Source: an optimization exercise on an open RTL-to-GDS flow (aim: small area and a short achievable clock period). Production flows keep margins and buffers that such runs may drop. At most, simulation tests tie the RTL to the original design; equivalence was not proved.

==> inputs of try-pepper <==
// nco_core
module nco_core(clk, reset, mode, fph, word_in, word_out, amplitude);
Settings: LEC_CHECK=0, ABC_AREA=1, CAP_MARGIN=20, CORE_MARGIN=2, CORE_UTILIZATION=55, SETUP_SLACK_MARGIN=3.0, SLEW_MARGIN=20, SYNTH_MEMORY_MAX_BITS=65536; clock period 7.0 ns.
standard.sh (not shown) runs the stock make flow with config.mk's settings and CLKGATE_MAP_FILE= SYNTH_SCRIPT=/design/flow/synth_recipe.tcl, a recipe that flattens the netlist after the stock synthesis.
==> flow/flow/run.sh <==
#!/bin/bash
# The standard synthesis and layout (standard.sh), with these layout settings changed:
# - ports are buffered with buf_1 instead of the delay-cell buffer buffer_ports picks
#   (timing repair still resizes the ones on critical paths);
# - timing repair may resize a cell into one of a different footprint;
# - clock tree: clkbuf_8 buffers and no dummy loads.
# All output of the flow goes to flow_make.log; ORFS keeps each step's log under orfs/logs/.
set -euo pipefail
cd "$(dirname "$0")/.."
bash standard.sh \
  "BUFFER_PORTS_ARGS=-buffer_cell sky130_fd_sc_hd__buf_1" \
  MATCH_CELL_FOOTPRINT=0 \
  "CTS_ARGS=-sink_clustering_enable -repair_clock_nets -dont_use_dummy_load -buf_list sky130_fd_sc_hd__clkbuf_8 -root_buf sky130_fd_sc_hd__clkbuf_8" \
  finish > flow_make.log 2>&1
==> inputs of try-juniper, as changes to try-pepper <==
==> flow/flow/run.sh (replaced) <==
#!/bin/bash
# Standard synthesis and layout (standard.sh), with these layout settings changed:
# - ports are buffered with buf_2 instead of the delay-cell buffer buffer_ports picks;
# - timing repair may resize a cell into one of a different footprint;
# - clock tree: clkbuf_4/clkbuf_8 buffers and no dummy loads.
set -euo pipefail
cd "$(dirname "$0")/.."
bash standard.sh \
  "BUFFER_PORTS_ARGS=-buffer_cell sky130_fd_sc_hd__buf_2" \
  MATCH_CELL_FOOTPRINT=0 \
  "CTS_ARGS=-sink_clustering_enable -repair_clock_nets -dont_use_dummy_load -buf_list sky130_fd_sc_hd__clkbuf_8 -root_buf sky130_fd_sc_hd__clkbuf_8" \
  finish > flow_make.log 2>&1
- CORE_UTILIZATION: 55 -> 65
==> inputs of try-indigo, as changes to try-pepper <==
==> flow/flow/run.sh (replaced) <==
#!/bin/bash
# Standard synthesis and layout (standard.sh), with two layout settings changed:
# ports are buffered with buf_2 instead of the delay-cell buffer buffer_ports picks,
# and timing repair may resize a cell into one of a different footprint.
set -euo pipefail
cd "$(dirname "$0")/.."
bash standard.sh \
  "BUFFER_PORTS_ARGS=-buffer_cell sky130_fd_sc_hd__buf_2" \
  MATCH_CELL_FOOTPRINT=0 \
  finish > flow_make.log 2>&1
- CORE_UTILIZATION: 55 -> 40
==> inputs of try-quartz, as changes to try-pepper <==
==> flow/flow/run.sh (replaced) <==
#!/bin/bash
# Standard synthesis and layout (standard.sh), with these layout settings changed:
# - ports are buffered with buf_2 instead of the delay-cell buffer buffer_ports picks;
# - timing repair may resize a cell into one of a different footprint;
# - clock tree: clkbuf_4/clkbuf_8 buffers and no dummy loads.
set -euo pipefail
cd "$(dirname "$0")/.."
bash standard.sh \
  "BUFFER_PORTS_ARGS=-buffer_cell sky130_fd_sc_hd__buf_2" \
  MATCH_CELL_FOOTPRINT=0 \
  "CTS_ARGS=-sink_clustering_enable -repair_clock_nets -dont_use_dummy_load -buf_list sky130_fd_sc_hd__clkbuf_8 -root_buf sky130_fd_sc_hd__clkbuf_8" \
  finish > flow_make.log 2>&1
- CORE_UTILIZATION: 55 -> 40
==> summary of the runs <==
Design area, lowest first: try-juniper, try-pepper, try-quartz, try-indigo.
Via count, lowest first: try-quartz, try-indigo, try-pepper, try-juniper.
The lowest final cell count belongs to try-juniper, the highest to try-indigo.
try-pepper passed the timing, design-rule and antenna checks. try-quartz completed with no timing, DRC or antenna violations. try-juniper completed without violations. try-indigo passed the timing, design-rule and antenna checks.
In area after synthesis, try-juniper and try-indigo do not differ.
Against try-indigo, the worst setup slack of try-juniper is lower by 0.011 ns.

========
==> try-cedar: inputs <==
Another version of the RTL of nco_core (not shown whole).
clock: 7.0 ns
lec_check: 0
abc_area: 1
cap_margin: 20
core_margin: 2
core_utilization: 55
gpl_timing_driven: 1
setup_slack_margin: 3.0
slew_margin: 20
synth_memory_max_bits: 65536
==> flow/flow/run.sh <==
#!/bin/bash
# Standard synthesis and layout (standard.sh), with these layout settings changed:
# - ports are buffered with buf_2 instead of the delay-cell buffer buffer_ports picks;
# - timing repair may resize a cell into one of a different footprint;
# - clock tree: clkbuf_4/clkbuf_8 buffers and no dummy loads.
set -euo pipefail
cd "$(dirname "$0")/.."
bash standard.sh \
  "BUFFER_PORTS_ARGS=-buffer_cell sky130_fd_sc_hd__buf_2" \
  MATCH_CELL_FOOTPRINT=0 \
  "CTS_ARGS=-sink_clustering_enable -repair_clock_nets -dont_use_dummy_load -buf_list sky130_fd_sc_hd__clkbuf_8 -root_buf sky130_fd_sc_hd__clkbuf_8" \
  finish > flow_make.log 2>&1
==> try-zinc (differences from try-cedar) <==
--- a/flow/config.mk
+++ b/flow/config.mk
@@ -9,7 +9,6 @@
 export CAP_MARGIN = 20
 export CORE_MARGIN = 2
 export CORE_UTILIZATION = 55
-export GPL_TIMING_DRIVEN = 1
 export SETUP_SLACK_MARGIN = 3.0
 export SLEW_MARGIN = 20
 export SYNTH_MEMORY_MAX_BITS = 65536
==> summary of the runs <==
- Die area is the same in try-cedar and try-zinc.
- Maximum frequency is the same in try-cedar and try-zinc.
==> figures <==
	try-cedar	try-zinc
Outcome	timing/DRC/antenna clean	timing/DRC/antenna clean
Root Buffer	sky130_fd_sc_hd__clkbuf_8	sky130_fd_sc_hd__clkbuf_8
Number of clock buffer instances in the layout	17	17
Post-synthesis adder-cell area fraction	10.9%	10.9%
Synth top area share	18.5%	18.5%
Final period demand of the worst path	4.06 ns	4.06 ns
Aggregate global-route resource usage	47.2%	47.2%
Effective utilization at floorplan	56.1%	56.1%
Number of distinct standard cells referenced by the synthesized netlist	55	55
No run of this note included a check of the RTL's function; only the layout flow was run.

========
==> inputs of run a <==
nco_core with an RTL version that a note above also has.
==> flow/design.v (excerpt) <==
module nco_core(clk, reset, mode, fph, word_in, word_out, amplitude);
    parameter M = 48;
    parameter N = 14;
    parameter P = 12;
    input clk, reset, fph;
    input [1:0] mode;
    input  [M-1:0] word_in;
    output [M-1:0] word_out;
    output [P-1:0] amplitude;
    wire [N-1:0] phase;
    phase_accumulator #(.M(M), .N(N)) U2_pa (
        .clk        (clk),
        .reset      (reset),
        .mode       (mode),
        .fph        (fph),
        .word_in    (word_in),
        .word_out   (word_out),
        .phase      (phase)
    );
    pac #(.N(N), .P(P)) U4_pac (
        .clk        (clk),
        .eo         (!reset && mode == 2'b00),
        .phase      (phase),
        .amplitude  (amplitude)
    );
endmodule
clock: 7.0 ns
lec_check: 0
abc_area: 1
cap_margin: 20
core_margin: 2
core_utilization: 55
setup_slack_margin: 3.0
slew_margin: 20
synth_memory_max_bits: 65536
Scripts as last shown in full above: flow/flow/run.sh
==> run b (differences from run a) <==
==> flow/flow/run.sh (replaced) <==
#!/bin/bash
# The standard synthesis and layout (standard.sh), with these layout settings changed:
# - ports are buffered with buf_1 instead of the delay-cell buffer buffer_ports picks
#   (timing repair still resizes the ones on critical paths);
# - timing repair may resize a cell into one of a different footprint;
# - clock tree: clkbuf_8 buffers and no dummy loads.
# All output of the flow goes to flow_make.log; ORFS keeps each step's log under orfs/logs/.
set -euo pipefail
cd "$(dirname "$0")/.."
bash standard.sh \
  "BUFFER_PORTS_ARGS=-buffer_cell sky130_fd_sc_hd__buf_1" \
  MATCH_CELL_FOOTPRINT=0 \
  "CTS_ARGS=-sink_clustering_enable -repair_clock_nets -dont_use_dummy_load -buf_list sky130_fd_sc_hd__clkbuf_8 -root_buf sky130_fd_sc_hd__clkbuf_8" \
  finish > flow_make.log 2>&1
CAP_MARGIN = 5   (was 20)
SLEW_MARGIN = 5   (was 20)
==> run c (differences from run a) <==
==> flow/flow/run.sh (replaced) <==
#!/bin/bash
# The standard synthesis and layout (standard.sh), with these changes:
# - synthesis: the same script (synth_recipe.tcl and ORFS synth.tcl, so the same registers with
#   the same names and cells), except that ABC maps the logic with flow/abc_nf.script;
# - ports are buffered with buf_1 instead of the delay-cell buffer buffer_ports picks;
# - timing repair may resize a cell into one of a different footprint;
# - clock tree: clkbuf_8 buffers and no dummy loads.
set -euo pipefail
W="$(cd "$(dirname "$0")/.." && pwd)"
cd "$W"
# ORFS synth.tcl with the ABC script replaced after synth_preamble.tcl sets it
sed '/^source \$::env(SCRIPTS_DIR)\/synth_preamble.tcl/a set abc_script $::env(ABCX_SCRIPT)\nset abc_args [list -script $abc_script {*}$lib_args {*}$lib_dont_use_args -constr $::env(OBJECTS_DIR)/abc.constr]' \
  "$FLOW_HOME/scripts/synth.tcl" > flow_synth.tcl
grep -q 'ABCX_SCRIPT' flow_synth.tcl
# The standard flow's synthesis wrapper, sourcing that copy
sed "s|^source \$::env(SCRIPTS_DIR)/synth.tcl|source $W/flow_synth.tcl|" synth_recipe.tcl > flow_synth_recipe.tcl
grep -q "flow_synth.tcl" flow_synth_recipe.tcl
# standard.sh with the synthesis script replaced
sed "s|SYNTH_SCRIPT=[^ ]*|SYNTH_SCRIPT=$W/flow_synth_recipe.tcl|" standard.sh > flow_standard.sh
grep -q "flow_synth_recipe.tcl" flow_standard.sh
export ABCX_SCRIPT="$W/flow/abc_nf.script"
bash flow_standard.sh \
  "BUFFER_PORTS_ARGS=-buffer_cell sky130_fd_sc_hd__buf_1" \
  MATCH_CELL_FOOTPRINT=0 \
  "CTS_ARGS=-sink_clustering_enable -repair_clock_nets -dont_use_dummy_load -buf_list sky130_fd_sc_hd__clkbuf_8 -root_buf sky130_fd_sc_hd__clkbuf_8" \
  finish > flow_make.log 2>&1
==> flow/flow/abc_nf.script (new file) <==
strash
&get -n
&st
&dch
&nf
&put
topo
stime -c
buffer -c
upsize -c
dnsize -c
==> results.txt <==
| quantity | run a | run b | run c |
|---|---|---|---|
| Antenna violations before repair | 0 | 0 | 1 |
| Launching instance or port of the critical path | U2_pa.acc[46] | fph | U2_pa.acc[46] |
| Fraction of the core area covered by cells at the end of the flow | 0.623 | 0.626 | 0.643 |
| Clock latency of the later-clocked register in the worst-skew pair | 0.46 ns | 0.47 ns | 0.47 ns |
| Most frequent cell on the critical path | fa_1 | buf_4 | buf_4 |
| Crit path setup slack, layout | 3.03 ns | 3.00 ns | 2.92 ns |
| Kind of critical path | reg2reg | in2out | reg2reg |
| Via density per instance | 6.21 | 6.24 | 7.07 |
| Worst Setup End Kind | register | output port | register |
| Status | timing/DRC/antenna clean | timing/DRC/antenna clean | timing/DRC/antenna clean |
| Number of distinct library cells after synthesis | 49 | 49 | 78 |
| # nets final | 2,125 | 2,132 | 1,761 |
| Syn-to-layout area delta | 12.1% | 12.8% | 14.8% |
| Pre-CTS setup slack | 1.82 ns | 1.88 ns | 1.96 ns |
| Worst path buffer plus inverter count | 5 | 4 | 4 |
| Period Utilization, post-route | 0.566 | 0.571 | 0.583 |
| Cell with the largest stage delay on the worst path | dfrtp_4 | o22ai_1 | nor3_1 |
| DIE WIDTH | 155 um | 155 um | 150 um |
| Max Clk Rate | 252 MHz | 250 MHz | 245 MHz |
| Core Area | 0.0225 mm2 | 0.0225 mm2 | 0.0210 mm2 |
| Capture point of the critical path | U4_pac.xr[4] | word_out[0] | U4_pac.yr[2] |
| Post-Synth XOR/XNOR Area | 0.0385 | 0.0385 | 0.0397 |
| Final cell count without fillers | 2,219 | 2,226 | 1,845 |

========
==> inputs of job 8406 <==
Another version of the RTL of nco_core (not shown whole).
==> module phase_accumulator, before the edit <==
module phase_accumulator(clk, reset, mode, fph, word_in, word_out, phase);
    parameter M = 48;
    parameter N = 14;
    input clk, reset, fph;
    input [1:0] mode;
    input  [M-1:0] word_in;
    output [M-1:0] word_out;
    output [N-1:0] phase;
    reg [M-1:0] freq, acc;
    wire run = mode == 2'b00;
    wire wr  = mode == 2'b11;
    wire rd  = mode == 2'b10;
    wire wf = wr & fph;
    wire wa = wr & ~fph;
    assign phase    = acc[M-1:M-N];
    assign word_out = ({M{rd & fph}} & freq) | ({M{rd & ~fph}} & acc);
    wire [M-1:0] g0 = acc & freq;
    wire [M-1:0] p0 = acc ^ freq;
    localparam TOPL = 1 << ($clog2(M) - 2);
    reg [M-1:0] G, P;
    integer l, i;
    always @(*) begin
        G = g0; P = p0;
        for (l = 1; l < M; l = l * 2)
            for (i = 2*l-1; i < M; i = i + 2*l) begin
                G[i] = G[i] | (P[i] & G[i-l]);
                P[i] = P[i] & P[i-l];
            end
        for (l = TOPL; l >= 1; l = l / 2)
            for (i = 3*l-1; i < M; i = i + 2*l) begin
                G[i] = G[i] | (P[i] & G[i-l]);
                P[i] = P[i] & P[i-l];
            end
    end
    wire [M-1:0] sum = p0 ^ {G[M-2:0], 1'b0};
    wire [M-1:0] acc_n = run ? sum : (wa ? word_in : acc);
    always @ (posedge clk, posedge reset)
        if (reset) begin
            freq  <= 'b0;
            acc   <= 'b0;
        end else begin
            acc <= acc_n;
            if (wf) freq <= word_in;
        end
endmodule
export LEC_CHECK = 0
export ABC_AREA = 1
export CAP_MARGIN = 20
export CORE_MARGIN = 2
export CORE_UTILIZATION = 40
export SETUP_SLACK_MARGIN = 2.5
export SLEW_MARGIN = 20
export SYNTH_MEMORY_MAX_BITS = 65536
create_clock -name core_clock -period 7.0 [get_ports {clk}]
==> flow/flow/run.sh <==
#!/bin/bash
# Standard synthesis and layout (standard.sh), with two layout settings changed:
# ports are buffered with buf_2 instead of the delay-cell buffer buffer_ports picks,
# and timing repair may resize a cell into one of a different footprint.
set -euo pipefail
cd "$(dirname "$0")/.."
bash standard.sh \
  "BUFFER_PORTS_ARGS=-buffer_cell sky130_fd_sc_hd__buf_2" \
  MATCH_CELL_FOOTPRINT=0 \
  finish > flow_make.log 2>&1
==> inputs of job 3365, as changes to job 8406 <==
--- a/flow/design.v
+++ b/flow/design.v
@@ -1316,30 +1316,6 @@
     reg [M-1:0] freq, acc;
-    wire run = mode == 2'b00;
-    wire wr  = mode == 2'b11;
-    wire rd  = mode == 2'b10;
-    wire wf = wr & fph;
-    wire wa = wr & ~fph;
     assign phase    = acc[M-1:M-N];
-    assign word_out = ({M{rd & fph}} & freq) | ({M{rd & ~fph}} & acc);
-    wire [M-1:0] g0 = acc & freq;
-    wire [M-1:0] p0 = acc ^ freq;
-    localparam TOPL = 1 << ($clog2(M) - 2);
-    reg [M-1:0] G, P;
-    integer l, i;
-    always @(*) begin
-        G = g0; P = p0;
-        for (l = 1; l < M; l = l * 2)
-            for (i = 2*l-1; i < M; i = i + 2*l) begin
-                G[i] = G[i] | (P[i] & G[i-l]);
-                P[i] = P[i] & P[i-l];
-            end
-        for (l = TOPL; l >= 1; l = l / 2)
-            for (i = 3*l-1; i < M; i = i + 2*l) begin
-                G[i] = G[i] | (P[i] & G[i-l]);
-                P[i] = P[i] & P[i-l];
-            end
-    end
-    wire [M-1:0] sum = p0 ^ {G[M-2:0], 1'b0};
-    wire [M-1:0] acc_n = run ? sum : (wa ? word_in : acc);
+    assign word_out = mode == 2'b10 ? (fph ? freq : acc) : {M{1'b0}};
     always @ (posedge clk, posedge reset)
+    begin
         if (reset) begin
@@ -1347,6 +1323,14 @@
             acc   <= 'b0;
-        end else begin
-            acc <= acc_n;
-            if (wf) freq <= word_in;
         end
+        else begin
+            if (!mode)
+                acc <= acc + freq;
+            else if (mode == 2'b11) begin
+                if (fph)
+                    freq <= word_in;
+                else
+                    acc  <= word_in;
+            end
+        end
+    end
 endmodule
==> flow/run.sh (new file) <==
#!/bin/bash
# synth_recipe.tcl (not shown) runs the flow's synth.tcl, then flattens the netlist and writes it again
# the make line also repeats each setting of config.mk as NAME=value (left out here)
make -C /OpenROAD-flow-scripts/flow DESIGN_CONFIG=/design/flow/config.mk WORK_HOME=/design/flow/orfs CLKGATE_MAP_FILE= SYNTH_SCRIPT=/design/flow/synth_recipe.tcl finish
Settings changed: SETUP_SLACK_MARGIN 2.5 to default.
removed: flow/flow/run.sh
removed: flow/standard.sh
==> inputs of job 3572, as changes to job 8406 <==
==> flow/run.sh (new file) <==
#!/bin/bash
# synth_recipe.tcl (not shown) runs the flow's synth.tcl, then flattens the netlist and writes it again
# the make line also repeats each setting of config.mk as NAME=value (left out here)
make -C /OpenROAD-flow-scripts/flow DESIGN_CONFIG=/design/flow/config.mk WORK_HOME=/design/flow/orfs CLKGATE_MAP_FILE= SYNTH_SCRIPT=/design/flow/synth_recipe.tcl finish
removed: flow/flow/run.sh
removed: flow/standard.sh
==> inputs of job 5867, as changes to job 8406 <==
--- a/flow/design.v
+++ b/flow/design.v
@@ -1316,30 +1316,6 @@
     reg [M-1:0] freq, acc;
-    wire run = mode == 2'b00;
-    wire wr  = mode == 2'b11;
-    wire rd  = mode == 2'b10;
-    wire wf = wr & fph;
-    wire wa = wr & ~fph;
     assign phase    = acc[M-1:M-N];
-    assign word_out = ({M{rd & fph}} & freq) | ({M{rd & ~fph}} & acc);
-    wire [M-1:0] g0 = acc & freq;
-    wire [M-1:0] p0 = acc ^ freq;
-    localparam TOPL = 1 << ($clog2(M) - 2);
-    reg [M-1:0] G, P;
-    integer l, i;
-    always @(*) begin
-        G = g0; P = p0;
-        for (l = 1; l < M; l = l * 2)
-            for (i = 2*l-1; i < M; i = i + 2*l) begin
-                G[i] = G[i] | (P[i] & G[i-l]);
-                P[i] = P[i] & P[i-l];
-            end
-        for (l = TOPL; l >= 1; l = l / 2)
-            for (i = 3*l-1; i < M; i = i + 2*l) begin
-                G[i] = G[i] | (P[i] & G[i-l]);
-                P[i] = P[i] & P[i-l];
-            end
-    end
-    wire [M-1:0] sum = p0 ^ {G[M-2:0], 1'b0};
-    wire [M-1:0] acc_n = run ? sum : (wa ? word_in : acc);
+    assign word_out = mode == 2'b10 ? (fph ? freq : acc) : {M{1'b0}};
     always @ (posedge clk, posedge reset)
+    begin
         if (reset) begin
@@ -1347,6 +1323,14 @@
             acc   <= 'b0;
-        end else begin
-            acc <= acc_n;
-            if (wf) freq <= word_in;
         end
+        else begin
+            if (!mode)
+                acc <= acc + freq;
+            else if (mode == 2'b11) begin
+                if (fph)
+                    freq <= word_in;
+                else
+                    acc  <= word_in;
+            end
+        end
+    end
 endmodule
==> flow/run.sh (new file) <==
#!/bin/bash
# synth_recipe.tcl (not shown) runs the flow's synth.tcl, then flattens the netlist and writes it again
# the make line also repeats each setting of config.mk as NAME=value (left out here)
make -C /OpenROAD-flow-scripts/flow DESIGN_CONFIG=/design/flow/config.mk WORK_HOME=/design/flow/orfs CLKGATE_MAP_FILE= SYNTH_SCRIPT=/design/flow/synth_recipe.tcl finish
Settings changed: SETUP_SLACK_MARGIN 2.5 to 3.5.
removed: flow/flow/run.sh
removed: flow/standard.sh
==> summary of the runs <==
Global-route usage, highest first: job 5867, job 3365, job 3572, job 8406. Via count: job 5867 > job 3365 > job 3572 > job 8406. Against job 3365, the utilization of job 3572 is higher by 3.0 points. Sequential cell count is the same in job 8406 and job 3365. Maximum frequency: job 5867 > job 8406 > job 3572 > job 3365. In final cell count, job 8406 and job 3572 hardly differ. Of job 5867 and job 3572, job 5867 has the higher wire length (gap about 26%, measured against job 3572).
==> figures <==
Run status: job 3572 finished clean; job 5867 finished clean; job 3365 finished clean; job 8406 finished clean
Routed length per placed instance: job 3572 25.0 µm; job 5867 26.3 µm; job 3365 24.0 µm; job 8406 24.4 µm
Clock latency on the worst-skew pair: job 3572 360 ps; job 5867 360 ps; job 3365 390 ps; job 8406 370 ps
Total inserted antenna cells: job 3572 2; job 5867 0; job 3365 1; job 8406 2
Area occupied by multi-input gates: job 3572 10400 µm²; job 5867 13000 µm²; job 3365 10900 µm²; job 8406 10000 µm²
Cell type with the highest occurrence count on the critical path: job 3572 nand2_1; job 5867 nand2_2; job 3365 clkdlybuf4s50_1; job 8406 nand2_1
Crit. path cell count: job 3572 21; job 5867 25; job 3365 6; job 8406 24
Endpoint with the worst hold slack: job 3572 U2_pa.freq[21]$_DFFE_PP0P_; job 5867 U2_pa.freq[32]$_DFFE_PP0P_; job 3365 U2_pa.freq[25]$_DFFE_PP0P_; job 8406 U2_pa.freq[47]$_DFFE_PP0P_
Area Growth Syn to Fin: job 3572 18.8%; job 5867 34.9%; job 3365 11.1%; job 8406 12.5%
Actual transition at the worst max-transition pin: job 3572 901 ps; job 5867 932 ps; job 3365 938 ps; job 8406 807 ps
Share of cell area taken by flip-flops and latches: job 3572 15.9%; job 5867 12.8%; job 3365 15.5%; job 8406 16.8%
Area of the core: job 3572 34500 µm²; job 5867 37700 µm²; job 3365 37700 µm²; job 8406 34500 µm²
#MultiIn Comb: job 3572 1738; job 5867 2093; job 3365 2080; job 8406 1730
Average footprint of a synthesized cell: job 3572 6.24 µm²; job 5867 5.84 µm²; job 3365 5.84 µm²; job 8406 6.24 µm²
Global routing usage on met3: job 3572 10.0%; job 5867 14.0%; job 3365 9.35%; job 8406 9.47%
No functional check of the RTL was part of any run of this note.

==> re-timing with driven ports <==
The results above use ideal ports. As a check the final layouts listed here were re-extracted and re-timed, cells and wires unchanged.
Step 1, drivers: a clkbuf_16 drives clk and a buf_2 each remaining input, both assumed.
Step 2 times the ports against the registers' clock, not the clock port: input delays grow and output delays shrink by t, the midpoint of the rising clock arrivals with the driver on.
Three values: ideal, step 1, step 2; two values: the first two.
| run | t, ns | slack for setup (ns) | hold slack, ns | pins driven straight from the clock port |
|---|---|---|---|---|
| try-pepper | 0.488 | 3.042 / 3.042 / 3.009 | 0.440 / 0.440 / 0.440 | 1 |
| try-juniper | 0.487 | 3.004 / 2.993 / 2.818 | 0.522 / 0.522 / 0.522 | 1 |
| try-indigo | 0.481 | 3.015 / 2.993 / 2.731 | 0.382 / 0.382 / 0.382 | 1 |
| try-quartz | 0.499 | 2.947 / 2.947 / 2.769 | 0.385 / 0.385 / 0.385 | 1 |
| try-cedar | 0.479 | 2.936 / 2.918 / 2.885 | 0.404 / 0.404 / 0.404 | 1 |
| try-zinc | 0.479 | 2.936 / 2.918 / 2.885 | 0.404 / 0.404 / 0.404 | 1 |
| run a | 0.485 | 3.035 / 3.035 / 3.035 | 0.414 / 0.414 / 0.414 | 1 |
| run b | 0.493 | 3.002 / 2.980 / 2.784 | 0.430 / 0.430 / 0.430 | 1 |
| run c | 0.492 | 2.917 / 2.917 / 2.917 | 0.441 / 0.441 / 0.441 | 1 |
| job 8406 | 0.411 | 2.656 / 2.656 / 2.656 | 0.498 / 0.498 / 0.498 | 1 |
| job 3365 | 0.430 | 1.450 / 1.421 / 1.421 | 0.524 / 0.524 / 0.524 | 1 |
| job 3572 | 0.400 | 2.635 / 2.634 / 2.634 | 0.527 / 0.527 / 0.527 | 1 |
| job 5867 | 0.409 | 2.940 / 2.940 / 2.940 | 0.524 / 0.524 / 0.524 | 1 |
After both steps every run listed still meets setup and hold. The setup slack of try-indigo, which loses most, moves by -0.022 ns with the drivers and by -0.284 ns with both steps.
